Context: an optimization exercise on an open-source flow, tuned for small area and a short achievable clock period. The choices shown serve that exercise and are no tape-out recipe.
At most, simulation tests tie the RTL to the original design; equivalence was not proved.

==> inputs of job 2188 <==
==> flow/design.v <==
module PPU (
    input clk,
    input rst,
    input i_en,
    input [31:0] data_in,
    input [11:0] scaling_factor,
    output logic [6:0] data_out,
    output logic valid,
    output logic [31:0] data_in_out
);
wire [11:0] s  = scaling_factor;
wire [11:0] sn = ~scaling_factor;
wire [12:0] oc;
assign oc[0] = 1'b1;
genvar i, k;
generate
    for (i = 0; i < 12; i = i + 1) begin : g_ov
        assign oc[i+1] = (data_in[6+i] & sn[i]) | ((data_in[6+i] | sn[i]) & oc[i]);
    end
endgenerate
wire ovf = (|data_in[30:18]) | oc[12];
wire [11:0] rem [0:6];
wire [5:0]  qq;
assign rem[6] = data_in[17:6];
generate
    for (k = 5; k >= 0; k = k - 1) begin : g_st
        wire [12:0] a = {rem[k+1], data_in[k]};
        wire [12:0] c;
        wire [11:0] g = a[11:0] & sn;
        wire [11:0] p = a[11:0] | sn;
        wire [11:0] x = a[11:0] ^ sn;
        assign c[0] = 1'b1;
        for (i = 0; i < 12; i = i + 1) begin : g_b
            assign c[i+1] = g[i] | (p[i] & c[i]);
        end
        assign qq[k] = a[12] | c[12];
        assign rem[k] = a[11:0] ^ ({12{qq[k]}} & ~(s ^ c[11:0]));
    end
endgenerate
wire [12:0] rc;
wire [12:0] a2 = {rem[0], 1'b0};
assign rc[0] = 1'b1;
generate
    for (i = 0; i < 12; i = i + 1) begin : g_rn
        assign rc[i+1] = (a2[i] & sn[i]) | ((a2[i] | sn[i]) & rc[i]);
    end
endgenerate
wire rnd = a2[12] | rc[12];
wire [6:0] fval = ovf ? 7'd127 : ({1'b0, qq} + {6'd0, rnd});
always @(posedge clk) begin
    if (rst) begin
        valid <= 1'b0;
        data_out <= 7'd0;
        data_in_out <= 32'd0;
    end else begin
        valid <= i_en;
        data_out <= (i_en & ~data_in[31]) ? fval : 7'd0;
        data_in_out <= data_in;
    end
end
endmodule
==> flow/flow/run.sh <==
#!/bin/bash
# Standard ORFS layout, with the port buffers made from the smallest buffer cell.
set -o pipefail
bash standard.sh BUFFER_PORTS_ARGS="-buffer_cell sky130_fd_sc_hd__buf_1" finish > standard_flow.log 2>&1
==> flow/standard.sh <==
#!/bin/bash
# synth_recipe.tcl (not shown) runs the flow's synth.tcl, then flattens the netlist and writes it again
# the make line also repeats each setting of config.mk as NAME=value (left out here)
make -C /OpenROAD-flow-scripts/flow DESIGN_CONFIG=/design/flow/config.mk WORK_HOME=/design/flow/orfs CLKGATE_MAP_FILE= SYNTH_SCRIPT=/design/flow/synth_recipe.tcl "${@:-finish}"
==> flow/config.mk <==
export PLATFORM = sky130hd
export DESIGN_NAME = PPU
export DESIGN_NICKNAME = PPU
export VERILOG_FILES = /design/flow/design.v
export SDC_FILE = /design/flow/constraint.sdc
export NUM_CORES = 4
export LEC_CHECK = 0
export ABC_AREA = 1
export CAP_MARGIN = 20
export CORE_MARGIN = 2
export CORE_UTILIZATION = 40
export CTS_BUF_LIST = sky130_fd_sc_hd__clkbuf_16
export CTS_CLUSTER_DIAMETER = 500
export CTS_CLUSTER_SIZE = 40
export SLEW_MARGIN = 20
==> flow/constraint.sdc <==
create_clock -name core_clock -period 120.0 [get_ports {clk}]
set_input_delay 24.0000 -clock core_clock [delete_from_list [all_inputs] [get_ports {clk}]]
set_output_delay 24.0000 -clock core_clock [all_outputs]
set_load 0.01 [all_outputs]
==> job 9257: changes against job 2188 <==
==> flow/design.v, changed modules only <==
module PPU (
    input clk,
    input rst,
    input i_en,
    input [32-1:0] data_in,
    input [11:0] scaling_factor,
    output logic[6:0] data_out,
    output logic valid,
    output logic [31:0] data_in_out
);
logic [32 - 1:0] relu_out;
logic [32:0] data_shift;
logic [7:0] data_quant;
logic [8:0] data_temp;
always @(*) begin
    relu_out = (data_in[32 - 1])? 32'd0 : data_in;
    /*verilator lint_off WIDTHEXPAND*/
    /*verilator lint_off WIDTHTRUNC*/
    data_shift = ({relu_out, 1'b0} / scaling_factor);
    /*verilator lint_on WIDTHTRUNC*/
    /*verilator lint_on WIDTHEXPAND*/
    data_temp = (data_shift > 127)? 254 : data_shift[8:0] + {8'b0, data_shift[0]};
end
always @(posedge clk) begin
    if(rst) begin
        valid <= 1'd0;
        data_out <= 7'd0;
        data_in_out <= 32'd0;
    end
    else begin
        valid <= i_en;
        data_out <= (i_en)? data_temp[7:1] : 7'd0;
        data_in_out <= data_in;
    end
end
endmodule
==> flow/run.sh (new file) <==
#!/bin/bash
# synth_recipe.tcl (not shown) runs the flow's synth.tcl, then flattens the netlist and writes it again
# the make line also repeats each setting of config.mk as NAME=value (left out here)
make -C /OpenROAD-flow-scripts/flow DESIGN_CONFIG=/design/flow/config.mk WORK_HOME=/design/flow/orfs CLKGATE_MAP_FILE= SYNTH_SCRIPT=/design/flow/synth_recipe.tcl finish
==> flow/config.mk (replaced) <==
export PLATFORM = sky130hd
export DESIGN_NAME = PPU
export DESIGN_NICKNAME = PPU
export VERILOG_FILES = /design/flow/design.v
export SDC_FILE = /design/flow/constraint.sdc
export NUM_CORES = 4
export LEC_CHECK = 0
export CAP_MARGIN = 20
export CORE_MARGIN = 2
export CORE_UTILIZATION = 40
export SLEW_MARGIN = 20
removed: flow/flow/run.sh
removed: flow/standard.sh
==> summary of the runs <==
- Worst setup slack: job 9257 is lower than job 2188 (79 ns).
- The via count of job 9257 is 5.2 times that of job 2188.
- In job 9257 the non-clock buffer count is higher than in job 2188, by 134.
- Against job 9257, the first-iteration DRC count of job 2188 is lower by about 90%.
- In maximum frequency, job 2188 is at 3.3 times the value of job 9257.
- In final cell count, job 9257 is at 3.9 times the value of job 2188.
- In job 2188 the synthesized cell count is smaller than in job 9257, by 74%.
- Die area: job 2188 is smaller than job 9257 (78%).
- In clock-buffer cell count, job 9257 and job 2188 do not differ.
==> figures <==
Status: job 2188 finished clean; job 9257 finished clean
Hold path startpoint: job 2188 i_en; job 9257 data_in[23]
Area fraction in compound gates after synthesis: job 2188 0.0443; job 9257 0.345
Weighted congestion reported at the end of routability-driven placement: job 2188 0.798; job 9257 0.909
Xor/xnor share of the synthesized area: job 2188 0.152; job 9257 0.0700
Levels on crit path: job 2188 100; job 9257 451
Total number of placement rows: job 2188 41; job 9257 89
Placeable core region: job 2188 12500 µm²; job 9257 58900 µm²
CP Data Required Time: job 2188 120.18 ns; job 9257 120.22 ns
Simple-gate share of the synthesized area: job 2188 0.499; job 9257 0.303
Met3 Track Usage GR: job 2188 0.0278; job 9257 0.0151
Final Cell Area: job 2188 5630 µm²; job 9257 26900 µm²
Post-synthesis area per instance: job 2188 5.89 µm²; job 9257 7.07 µm²
Leading cell type by number of instances after synthesis: job 2188 sky130_fd_sc_hd__nand2_1; job 9257 sky130_fd_sc_hd__ha_1
Area share of fa/ha/maj cells after synthesis: job 2188 0.00492; job 9257 0.175
Total Routed Length: job 2188 11.2 mm; job 9257 75.1 mm
Met2 Routed Length: job 2188 5.52 mm; job 9257 33.7 mm
First DRT Iteration DRCs: job 2188 163; job 9257 1389
Footprint of the multi-input gates: job 2188 3570 µm²; job 9257 22700 µm²
No functional check of the RTL was part of job 9257.

what the ideal ports hide:
The flow's constraints put no driver on any port. The routed layouts listed below were extracted and timed again, unchanged, in two steps. Step 1: set_driving_cell puts a clkbuf_16 on clk and a buf_2 on each other input, an assumption about the parent block. Step 2 adds t to the input delays and takes it off the output delays; t is the mean of the earliest and latest rising clock arrival at the registers after step 1. Input paths then give back, and output paths get back, about the clock's delay inside the block. Slacks: ideal / step 1 / step 2; pairs: ideal / step 1.
run	shift t [ns]	setup WS [ns]	clock arrival spread, ns	worst data-port slew with drivers (ns)
job 2188	0.322	85.115 / 85.091 / 84.769	0.004 / 0.004	0.07
job 9257	0.333	6.288 / 6.287 / 5.954	0.010 / 0.010	0.05
After both steps setup and hold are still met in every run listed. The setup slack of job 2188, which loses most, moves by -0.024 ns with the drivers and by -0.346 ns with both steps.
